From an optimization exercise on the open Yosys and OpenROAD flow, aimed at small area and a short achievable clock period; shortcuts taken in it are not production practice.
The RTL was checked by simulation tests, not by an equivalence proof against the original design.

==> job 4033: inputs <==
==> flow/design.v <==
module ks_add(a, b, cin, s, cout);
  parameter W = 32;
  parameter L = 5;           
  input [W-1:0] a;
  input [W-1:0] b;
  input cin;
  output [W-1:0] s;
  output cout;
  wire [W-1:0] p0 = a ^ b;
  wire [W-1:0] g [0:L];
  wire [W-1:0] p [0:L];
  assign g[0] = a & b;
  assign p[0] = p0;
  genvar l, i;
  generate
    for (l = 0; l < L; l = l + 1) begin : lv
      for (i = 0; i < W; i = i + 1) begin : bt
        if (i >= (1 << l)) begin : m
          assign g[l+1][i] = g[l][i] | (p[l][i] & g[l][i-(1<<l)]);
          assign p[l+1][i] = p[l][i] & p[l][i-(1<<l)];
        end else begin : k
          assign g[l+1][i] = g[l][i];
          assign p[l+1][i] = p[l][i];
        end
      end
    end
  endgenerate
  wire [W-1:0] cy = g[L] | (p[L] & {W{cin}});
  assign s = p0 ^ {cy[W-2:0], cin};
  assign cout = cy[W-1];
endmodule
module breadboard(clk, reset, A, B, C, opcode, ERR_out);
  input clk;
  input reset;
  input [3:0] opcode;
  input [31:0] A;
  input [31:0] B;
  output [31:0] C;
  output ERR_out;
  reg [31:0] C;
  reg ERR_out;
  wire mul = (opcode == 4'd3);
  wire z16 = ~mul & ~|A[31:16];
  wire [31:0] a1 = z16 ? {A[15:0], 16'b0} : A;
  wire z8 = ~mul & ~|a1[31:24];
  wire [31:0] a2 = z8 ? {a1[23:0], 8'b0} : a1;
  wire z4 = ~mul & ~|a2[31:28];
  wire [31:0] a3 = z4 ? {a2[27:0], 4'b0} : a2;
  wire z2 = ~mul & ~|a3[31:30];
  wire [31:0] a4 = z2 ? {a3[29:0], 2'b0} : a3;
  wire z1 = ~mul & ~a4[31];
  wire [31:0] D = z1 ? {a4[30:0], 1'b0} : a4;
  wire [4:0] sh = {z16, z8, z4, z2, z1};
  wire [62:0] n0 = {31'b0, B & {32{~mul}}};
  wire [62:0] n1 = z16 ? {n0[46:0], 16'b0} : n0;
  wire [62:0] n2 = z8 ? {n1[54:0], 8'b0} : n1;
  wire [62:0] n3 = z4 ? {n2[58:0], 4'b0} : n2;
  wire [62:0] n4 = z2 ? {n3[60:0], 2'b0} : n3;
  wire [62:0] N = z1 ? {n4[61:0], 1'b0} : n4;
  wire [3:0] di = D[30:27];
  wire g2_0 = (di >= 4'd0) & (di <= 4'd1);
  wire g2_1 = (di == 4'd2);
  wire g2_2 = (di >= 4'd3) & (di <= 4'd4);
  wire g2_3 = (di >= 4'd5) & (di <= 4'd7);
  wire g2_4 = (di >= 4'd8) & (di <= 4'd10);
  wire g2_5 = (di >= 4'd11) & (di <= 4'd14);
  wire g2_6 = (di == 4'd15);
  wire g1_0 = (di >= 4'd0) & (di <= 4'd7);
  wire g1_1 = (di >= 4'd8) & (di <= 4'd15);
  wire g0_0 = (di >= 4'd0) & (di <= 4'd6);
  wire g0_1 = (di >= 4'd7) & (di <= 4'd15);
  wire gm1_0 = (di == 4'd0);
  wire gm1_1 = (di >= 4'd1) & (di <= 4'd2);
  wire gm1_2 = (di == 4'd3);
  wire gm1_3 = (di >= 4'd4) & (di <= 4'd5);
  wire gm1_4 = (di >= 4'd6) & (di <= 4'd8);
  wire gm1_5 = (di >= 4'd9) & (di <= 4'd11);
  wire gm1_6 = (di >= 4'd12) & (di <= 4'd15);
  wire [32:0] S [0:16];
  wire [32:0] Cy [0:16];
  wire [31:0] Qp;
  wire [31:0] Qn;
  assign S[16] = {2'b0, N[62:32]};
  assign Cy[16] = 33'b0;
  genvar j;
  generate
    for (j = 15; j >= 0; j = j - 1) begin : row
      wire [32:0] s_in = S[j+1];
      wire [32:0] c_in = Cy[j+1];
      wire [6:0] yh;
      if (j == 15) begin : e0
        assign yh = s_in[32:26];
      end else begin : en
        wire yc;
        ks_add #(.W(7), .L(3)) est (.a(s_in[32:26]), .b(c_in[32:26]), .cin(1'b0), .s(yh), .cout(yc));
      end
      wire [6:0] yo = {~yh[6], yh[5:0]};
      wire cg2_0 = yo >= 7'd76;   
      wire cg2_1 = yo >= 7'd77;   
      wire cg2_2 = yo >= 7'd78;   
      wire cg2_3 = yo >= 7'd80;   
      wire cg2_4 = yo >= 7'd82;   
      wire cg2_5 = yo >= 7'd85;   
      wire cg2_6 = yo >= 7'd86;   
      wire ge2 = (g2_0 & cg2_0) | (g2_1 & cg2_1) | (g2_2 & cg2_2) | (g2_3 & cg2_3) | (g2_4 & cg2_4) | (g2_5 & cg2_5) | (g2_6 & cg2_6);
      wire cg1_0 = yo >= 7'd68;   
      wire cg1_1 = yo >= 7'd70;   
      wire ge1 = (g1_0 & cg1_0) | (g1_1 & cg1_1);
      wire cg0_0 = yo >= 7'd59;   
      wire cg0_1 = yo >= 7'd57;   
      wire ge0 = (g0_0 & cg0_0) | (g0_1 & cg0_1);
      wire cgm1_0 = yo >= 7'd51;   
      wire cgm1_1 = yo >= 7'd50;   
      wire cgm1_2 = yo >= 7'd49;   
      wire cgm1_3 = yo >= 7'd48;   
      wire cgm1_4 = yo >= 7'd46;   
      wire cgm1_5 = yo >= 7'd44;   
      wire cgm1_6 = yo >= 7'd41;   
      wire gem1 = (gm1_0 & cgm1_0) | (gm1_1 & cgm1_1) | (gm1_2 & cgm1_2) | (gm1_3 & cgm1_3) | (gm1_4 & cgm1_4) | (gm1_5 & cgm1_5) | (gm1_6 & cgm1_6);
      wire [2:0] qs = {ge1, ge2 | ~gem1, (ge1 & ~ge2) | (~ge0 & gem1)};
      wire bh = B[2*j+1];
      wire bl = B[2*j];
      wire bm;
      if (j == 0) begin : b0
        assign bm = 1'b0;
      end else begin : bn
        assign bm = B[2*j-1];
      end
      wire [2:0] bq = {bh & ~(bl & bm), (bh & ~bl & ~bm) | (~bh & bl & bm), bl ^ bm};
      wire [2:0] q = mul ? bq : qs;
      wire sub = q[2];
      wire two = q[1];
      wire one = q[0];
      wire [32:0] mag = ({33{one}} & {1'b0, D}) | ({33{two}} & {D, 1'b0});
      wire [32:0] t = mag ^ {33{sub}};
      wire [32:0] s4 = {s_in[30:0], N[2*j+1], N[2*j]};
      wire [32:0] c4 = {c_in[30:0], 1'b0, sub};
      wire [32:0] mj = (s4 & c4) | (s4 & t) | (c4 & t);
      assign S[j] = s4 ^ c4 ^ t;
      assign Cy[j] = {mj[31:0], 1'b0};
      assign Qp[2*j+1:2*j] = {sub & two, sub & one};
      assign Qn[2*j+1:2*j] = {~sub & two, ~sub & one};
    end
  endgenerate
  wire [32:0] W;
  wire wc;
  ks_add #(.W(33), .L(6)) fin (.a(S[0]), .b(Cy[0]), .cin(1'b0), .s(W), .cout(wc));
  wire neg = W[32];
  wire [31:0] dz = D;
  wire [31:0] x3 = S[0][31:0] ^ Cy[0][31:0] ^ dz;
  wire [31:0] y3 = (S[0][31:0] & Cy[0][31:0]) | (S[0][31:0] & dz) | (Cy[0][31:0] & dz);
  wire [31:0] W2;
  wire w2c;
  ks_add #(.W(32), .L(5)) cor (.a(x3), .b({y3[30:0], 1'b0}), .cin(1'b0), .s(W2), .cout(w2c));
  wire [31:0] Rn = neg ? W2 : W[31:0];
  wire [31:0] R = Rn >> sh;
  wire [31:0] Qv;
  wire qc;
  ks_add #(.W(32), .L(5)) quo_add (.a(Qp), .b(~Qn), .cin(~neg), .s(Qv), .cout(qc));
  wire a_is0 = (A == 32'd0);
  wire a_is1 = (A == 32'd1);
  wire [31:0] quo = a_is0 ? 32'hFFFFFFFF : (a_is1 ? B : Qv);
  wire [31:0] rem = a_is0 ? B : (a_is1 ? 32'd0 : R);
  wire [31:0] prod = W[31:0];
  wire [32:0] ca;
  wire [32:0] cs;
  wire [31:0] sum;
  wire [31:0] dif;
  assign ca[0] = 1'b0;
  assign cs[0] = 1'b1;
  genvar i;
  generate
    for (i = 0; i < 32; i = i + 1) begin : rc
      wire na = ~A[i];
      assign sum[i] = A[i] ^ B[i] ^ ca[i];
      assign ca[i+1] = (A[i] & B[i]) | (A[i] & ca[i]) | (B[i] & ca[i]);
      assign dif[i] = B[i] ^ na ^ cs[i];
      assign cs[i+1] = (B[i] & na) | (B[i] & cs[i]) | (na & cs[i]);
    end
  endgenerate
  reg [31:0] nxt;
  always @(*) begin
    case (opcode)
      4'd0: nxt = C;
      4'd1: nxt = sum;
      4'd2: nxt = dif;
      4'd3: nxt = prod;
      4'd4: nxt = quo;
      4'd5: nxt = rem;
      4'd6: nxt = A & B;
      4'd7: nxt = A | B;
      4'd8: nxt = A ^ B;
      4'd9: nxt = ~B;
      4'd10: nxt = ~(A & B);
      4'd11: nxt = ~(A | B);
      4'd12: nxt = ~(A ^ B);
      4'd13: nxt = {A[30:0], 1'b0};
      4'd14: nxt = {1'b0, A[31:1]};
      default: nxt = 32'd0;
    endcase
  end
  always @(posedge clk) begin
    if (reset)
      C <= 32'd0;
    else
      C <= nxt;
    ERR_out <= ca[32];
  end
endmodule
==> flow/run.sh <==
#!/bin/bash
# synth_recipe.tcl (not shown) runs the flow's synth.tcl, then flattens the netlist and writes it again
# the make line also repeats each setting of config.mk as NAME=value (left out here)
make -C /OpenROAD-flow-scripts/flow DESIGN_CONFIG=/design/flow/config.mk WORK_HOME=/design/flow/orfs CLKGATE_MAP_FILE= SYNTH_SCRIPT=/design/flow/synth_recipe.tcl finish
==> flow/config.mk <==
export PLATFORM = sky130hd
export DESIGN_NAME = breadboard
export DESIGN_NICKNAME = breadboard
export VERILOG_FILES = /design/flow/design.v
export SDC_FILE = /design/flow/constraint.sdc
export NUM_CORES = 4
export LEC_CHECK = 0
export CAP_MARGIN = 20
export CORE_MARGIN = 2
export CORE_UTILIZATION = 40
export SLEW_MARGIN = 20
export SYNTH_HIERARCHICAL = 1
==> flow/constraint.sdc <==
create_clock -name core_clock -period 80.0 [get_ports {clk}]
set_input_delay 16.0000 -clock core_clock [delete_from_list [all_inputs] [get_ports {clk}]]
set_output_delay 16.0000 -clock core_clock [all_outputs]
set_load 0.01 [all_outputs]
==> job 4669 (differences from job 4033) <==
==> flow/design.v, changed modules only <==
module breadboard(clk, reset, A, B, C, opcode, ERR_out);
  input clk;
  input reset;
  input [3:0] opcode;
  input [31:0] A;
  input [31:0] B;
  output [31:0] C;
  output ERR_out;
  reg [31:0] C;
  reg ERR_out;
  wire mul = (opcode == 4'd3);
  wire z16 = ~mul & ~|A[31:16];
  wire [31:0] a1 = z16 ? {A[15:0], 16'b0} : A;
  wire z8 = ~mul & ~|a1[31:24];
  wire [31:0] a2 = z8 ? {a1[23:0], 8'b0} : a1;
  wire z4 = ~mul & ~|a2[31:28];
  wire [31:0] a3 = z4 ? {a2[27:0], 4'b0} : a2;
  wire z2 = ~mul & ~|a3[31:30];
  wire [31:0] a4 = z2 ? {a3[29:0], 2'b0} : a3;
  wire z1 = ~mul & ~a4[31];
  wire [31:0] D = z1 ? {a4[30:0], 1'b0} : a4;
  wire [4:0] sh = {z16, z8, z4, z2, z1};
  wire [62:0] n0 = {31'b0, B & {32{~mul}}};
  wire [62:0] n1 = z16 ? {n0[46:0], 16'b0} : n0;
  wire [62:0] n2 = z8 ? {n1[54:0], 8'b0} : n1;
  wire [62:0] n3 = z4 ? {n2[58:0], 4'b0} : n2;
  wire [62:0] n4 = z2 ? {n3[60:0], 2'b0} : n3;
  wire [62:0] N = z1 ? {n4[61:0], 1'b0} : n4;
  wire [3:0] di = D[30:27];
  wire [6:0] m2 =
    (di == 4'd0) ? 7'h4c :
    (di == 4'd1) ? 7'h4d :
    (di == 4'd2) ? 7'h4d :
    (di == 4'd3) ? 7'h4e :
    (di == 4'd4) ? 7'h4f :
    (di == 4'd5) ? 7'h50 :
    (di == 4'd6) ? 7'h51 :
    (di == 4'd7) ? 7'h52 :
    (di == 4'd8) ? 7'h52 :
    (di == 4'd9) ? 7'h53 :
    (di == 4'd10) ? 7'h54 :
    (di == 4'd11) ? 7'h55 :
    (di == 4'd12) ? 7'h56 :
    (di == 4'd13) ? 7'h57 :
    (di == 4'd14) ? 7'h57 :
    7'h58;
  wire [6:0] m1 =
    (di == 4'd0) ? 7'h44 :
    (di == 4'd1) ? 7'h44 :
    (di == 4'd2) ? 7'h44 :
    (di == 4'd3) ? 7'h45 :
    (di == 4'd4) ? 7'h45 :
    (di == 4'd5) ? 7'h45 :
    (di == 4'd6) ? 7'h46 :
    (di == 4'd7) ? 7'h46 :
    (di == 4'd8) ? 7'h46 :
    (di == 4'd9) ? 7'h47 :
    (di == 4'd10) ? 7'h47 :
    (di == 4'd11) ? 7'h47 :
    (di == 4'd12) ? 7'h48 :
    (di == 4'd13) ? 7'h48 :
    (di == 4'd14) ? 7'h48 :
    7'h49;
  wire [6:0] m0 =
    (di == 4'd0) ? 7'h3c :
    (di == 4'd1) ? 7'h3b :
    (di == 4'd2) ? 7'h3b :
    (di == 4'd3) ? 7'h3b :
    (di == 4'd4) ? 7'h3b :
    (di == 4'd5) ? 7'h3b :
    (di == 4'd6) ? 7'h3b :
    (di == 4'd7) ? 7'h3a :
    (di == 4'd8) ? 7'h3a :
    (di == 4'd9) ? 7'h3a :
    (di == 4'd10) ? 7'h3a :
    (di == 4'd11) ? 7'h3a :
    (di == 4'd12) ? 7'h3a :
    (di == 4'd13) ? 7'h39 :
    (di == 4'd14) ? 7'h39 :
    7'h39;
  wire [6:0] mm1 =
    (di == 4'd0) ? 7'h33 :
    (di == 4'd1) ? 7'h32 :
    (di == 4'd2) ? 7'h32 :
    (di == 4'd3) ? 7'h31 :
    (di == 4'd4) ? 7'h30 :
    (di == 4'd5) ? 7'h30 :
    (di == 4'd6) ? 7'h2f :
    (di == 4'd7) ? 7'h2e :
    (di == 4'd8) ? 7'h2e :
    (di == 4'd9) ? 7'h2d :
    (di == 4'd10) ? 7'h2c :
    (di == 4'd11) ? 7'h2c :
    (di == 4'd12) ? 7'h2b :
    (di == 4'd13) ? 7'h2a :
    (di == 4'd14) ? 7'h2a :
    7'h29;
  wire [32:0] S [0:16];
  wire [32:0] Cy [0:16];
  wire [31:0] Qp;
  wire [31:0] Qn;
  assign S[16] = {2'b0, N[62:32]};
  assign Cy[16] = 33'b0;
  genvar j;
  generate
    for (j = 15; j >= 0; j = j - 1) begin : row
      wire [32:0] s_in = S[j+1];
      wire [32:0] c_in = Cy[j+1];
      wire [6:0] yh = s_in[32:26] + c_in[32:26];
      wire [6:0] yo = {~yh[6], yh[5:0]};
      wire ge2 = yo >= m2;
      wire ge1 = yo >= m1;
      wire ge0 = yo >= m0;
      wire gem1 = yo >= mm1;
      wire [2:0] qs = {ge1, ge2 | ~gem1, (ge1 & ~ge2) | (~ge0 & gem1)};
      wire bh = B[2*j+1];
      wire bl = B[2*j];
      wire bm;
      if (j == 0) begin : b0
        assign bm = 1'b0;
      end else begin : bn
        assign bm = B[2*j-1];
      end
      wire [2:0] bq = {bh & ~(bl & bm), (bh & ~bl & ~bm) | (~bh & bl & bm), bl ^ bm};
      wire [2:0] q = mul ? bq : qs;
      wire sub = q[2];
      wire two = q[1];
      wire one = q[0];
      wire [32:0] mag = ({33{one}} & {1'b0, D}) | ({33{two}} & {D, 1'b0});
      wire [32:0] t = mag ^ {33{sub}};
      wire [32:0] s4 = {s_in[30:0], N[2*j+1], N[2*j]};
      wire [32:0] c4 = {c_in[30:0], 1'b0, sub};
      wire [32:0] mj = (s4 & c4) | (s4 & t) | (c4 & t);
      assign S[j] = s4 ^ c4 ^ t;
      assign Cy[j] = {mj[31:0], 1'b0};
      assign Qp[2*j+1:2*j] = {sub & two, sub & one};
      assign Qn[2*j+1:2*j] = {~sub & two, ~sub & one};
    end
  endgenerate
  wire [32:0] W = S[0] + Cy[0];
  wire neg = W[32];
  wire [32:0] dz = {1'b0, D};
  wire [31:0] x3 = S[0][31:0] ^ Cy[0][31:0] ^ dz[31:0];
  wire [31:0] y3 = (S[0][31:0] & Cy[0][31:0]) | (S[0][31:0] & dz[31:0]) | (Cy[0][31:0] & dz[31:0]);
  wire [31:0] W2 = x3 + {y3[30:0], 1'b0};
  wire [31:0] Rn = neg ? W2 : W[31:0];
  wire [31:0] R = Rn >> sh;
  wire [32:0] qsum = {Qp, ~neg} + {~Qn, ~neg};
  wire [31:0] Qv = qsum[32:1];
  wire a_is0 = (A == 32'd0);
  wire a_is1 = (A == 32'd1);
  wire [31:0] quo = a_is0 ? 32'hFFFFFFFF : (a_is1 ? B : Qv);
  wire [31:0] rem = a_is0 ? B : (a_is1 ? 32'd0 : R);
  wire [31:0] prod = W[31:0];
  wire [32:0] ca;
  wire [32:0] cs;
  wire [31:0] sum;
  wire [31:0] dif;
  assign ca[0] = 1'b0;
  assign cs[0] = 1'b1;
  genvar i;
  generate
    for (i = 0; i < 32; i = i + 1) begin : rc
      wire na = ~A[i];
      assign sum[i] = A[i] ^ B[i] ^ ca[i];
      assign ca[i+1] = (A[i] & B[i]) | (A[i] & ca[i]) | (B[i] & ca[i]);
      assign dif[i] = B[i] ^ na ^ cs[i];
      assign cs[i+1] = (B[i] & na) | (B[i] & cs[i]) | (na & cs[i]);
    end
  endgenerate
  reg [31:0] nxt;
  always @(*) begin
    case (opcode)
      4'd0: nxt = C;
      4'd1: nxt = sum;
      4'd2: nxt = dif;
      4'd3: nxt = prod;
      4'd4: nxt = quo;
      4'd5: nxt = rem;
      4'd6: nxt = A & B;
      4'd7: nxt = A | B;
      4'd8: nxt = A ^ B;
      4'd9: nxt = ~B;
      4'd10: nxt = ~(A & B);
      4'd11: nxt = ~(A | B);
      4'd12: nxt = ~(A ^ B);
      4'd13: nxt = {A[30:0], 1'b0};
      4'd14: nxt = {1'b0, A[31:1]};
      default: nxt = 32'd0;
    endcase
  end
  always @(posedge clk) begin
    if (reset)
      C <= 32'd0;
    else
      C <= nxt;
    ERR_out <= ca[32];
  end
endmodule
// module ks_add removed
Settings changed: SYNTH_HIERARCHICAL 1 to unset.
==> job 8071 (differences from job 4033) <==
--- a/flow/design.v
+++ b/flow/design.v
@@ -11,3 +11,3 @@
   wire [W-1:0] p [0:L];
-  assign g[0] = a & b;
+  assign g[0] = (a & b) | {{(W-1){1'b0}}, p0[0] & cin};
   assign p[0] = p0;
@@ -27,5 +27,4 @@
   endgenerate
-  wire [W-1:0] cy = g[L] | (p[L] & {W{cin}});
-  assign s = p0 ^ {cy[W-2:0], cin};
-  assign cout = cy[W-1];
+  assign s = p0 ^ {g[L][W-2:0], cin};
+  assign cout = g[L][W-1];
 endmodule
@@ -90,8 +89,4 @@
       wire [6:0] yh;
-      if (j == 15) begin : e0
-        assign yh = s_in[32:26];
-      end else begin : en
-        wire yc;
-        ks_add #(.W(7), .L(3)) est (.a(s_in[32:26]), .b(c_in[32:26]), .cin(1'b0), .s(yh), .cout(yc));
-      end
+      wire yc;
+      ks_add #(.W(7), .L(3)) est (.a(s_in[32:26]), .b(c_in[32:26]), .cin(1'b0), .s(yh), .cout(yc));
       wire [6:0] yo = {~yh[6], yh[5:0]};
==> comparison <==
Job 4033 passed the timing, design-rule and antenna checks. Job 4669 reached the layout checks and failed them: negative setup slack. Job 8071 ran to the end with no violations. In job 8071 the count of clock-buffer cells in the layout is higher than in job 4669, by 2. Global-route usage, highest first: job 8071, job 4033, job 4669. Setup slack: job 4669 < job 8071 < job 4033. Via count: job 8071 > job 4669 > job 4033. Final area, lowest first: job 4033, job 8071, job 4669. Non-clock buffer count, highest first: job 4669, job 8071, job 4033. Between job 4033 and job 4669, the lower area after synthesis is in job 4669 (gap 0.82%, measured against job 4669). In job 4669 the critical path depth is higher than in job 8071, by 38. Against job 4033, the die area of job 4669 is smaller by about 0.8%. In job 4669 the sequential share of layout area is lower than in job 4033, by 0.17 points. Of job 8071 and job 4669, job 4669 has the higher cell count (gap 1.7%, measured against job 4669).
==> figures <==
Cells after Synth: job 4033 6718; job 8071 6752; job 4669 6429
Yosys Warn Count: job 4033 10; job 8071 10; job 4669 1
Critical path endpoint: job 4033 C[24]$_SDFFE_PP0P_; job 8071 C[30]$_SDFFE_PP0P_; job 4669 C[24]$_SDFFE_PP0P_
Crit path buffers/inverters: job 4033 33; job 8071 65; job 4669 62
RR Endpoint: job 4033 C[7]$_SDFFE_PP0P_; job 8071 C[12]$_SDFFE_PP0P_; job 4669 C[27]$_SDFFE_PP0P_
Invs w/o clock: job 4033 652; job 8071 645; job 4669 643
Total core area: job 4033 0.127 mm²; job 8071 0.128 mm²; job 4669 0.126 mm²
R2r worst-path depth: job 4033 7; job 8071 4; job 4669 10
Min Tclk post-route: job 4033 77.29 ns; job 8071 78.46 ns; job 4669 80.65 ns
Die boundary width: job 4033 362 µm; job 8071 363 µm; job 4669 360 µm
Portion of the clock cycle consumed by the worst path in the final layout: job 4033 0.966; job 8071 0.981; job 4669 1.01
Non-clk buf share: job 4033 0.0778; job 8071 0.132; job 4669 0.171
Biggest fanout along the worst timing path: job 4033 32; job 8071 26; job 4669 7
Pin slew with the least headroom to its limit: job 4033 1.26 ns; job 8071 1.15 ns; job 4669 1.35 ns
Worst slack after detailed placement: job 4033 -1.57 ns; job 8071 -1.55 ns; job 4669 -1.68 ns
Run status: job 4033 timing/DRC/antenna clean; job 8071 timing/DRC/antenna clean; job 4669 finished with violations
Reasons for failing layout checks: job 4033 -; job 8071 -; job 4669 negative setup slack
Placed Area: job 4033 0.0552 mm²; job 8071 0.0586 mm²; job 4669 0.0626 mm²
N_taps: job 4033 1662; job 8071 1662; job 4669 1650
Cell count of the worst hold path: job 4033 2; job 8071 4; job 4669 4
Buffers inserted by post-CTS timing repair: job 4033 0; job 8071 5; job 4669 33
Multi-In Gates: job 4033 5482; job 8071 5513; job 4669 5272
Crit path largest cell delay: job 4033 0.66 ns; job 8071 0.61 ns; job 4669 0.57 ns
Non-Filler Instances: job 4033 8380; job 8071 8884; job 4669 9035

re-timing with driven ports:
No port has a modelled driver above. Below, the same layouts with a new extraction and two added sets of constraints. Step 1 sets driving cells, clkbuf_16 on the clock port and buf_2 on the other inputs (assumed; they add their load-dependent delay and slew). Step 2 moves the port delays by t, midway between the first and last clock arrival at a register: inputs arrive t later, outputs are due t later. That takes back most of the time a late clock gives input paths. Three values: ideal ports, drivers, drivers and shift; two values: the first two.
run | t (ns) | slack for setup (ns) | slew at the worst register clock pin (ns) | cell pins on the clock port's net
job 4033 | 0.351 | 2.706 / 2.724 / 2.373 | 0.08 / 0.08 | 1
job 4669 | 0.368 | -0.650 / -0.660 / -1.028 | 0.08 / 0.08 | 1
job 8071 | 0.326 | 1.540 / 1.552 / 1.226 | 0.07 / 0.07 | 1
The setup slack of job 4669, which loses most, moves by -0.010 ns with the drivers and by -0.378 ns with both steps.
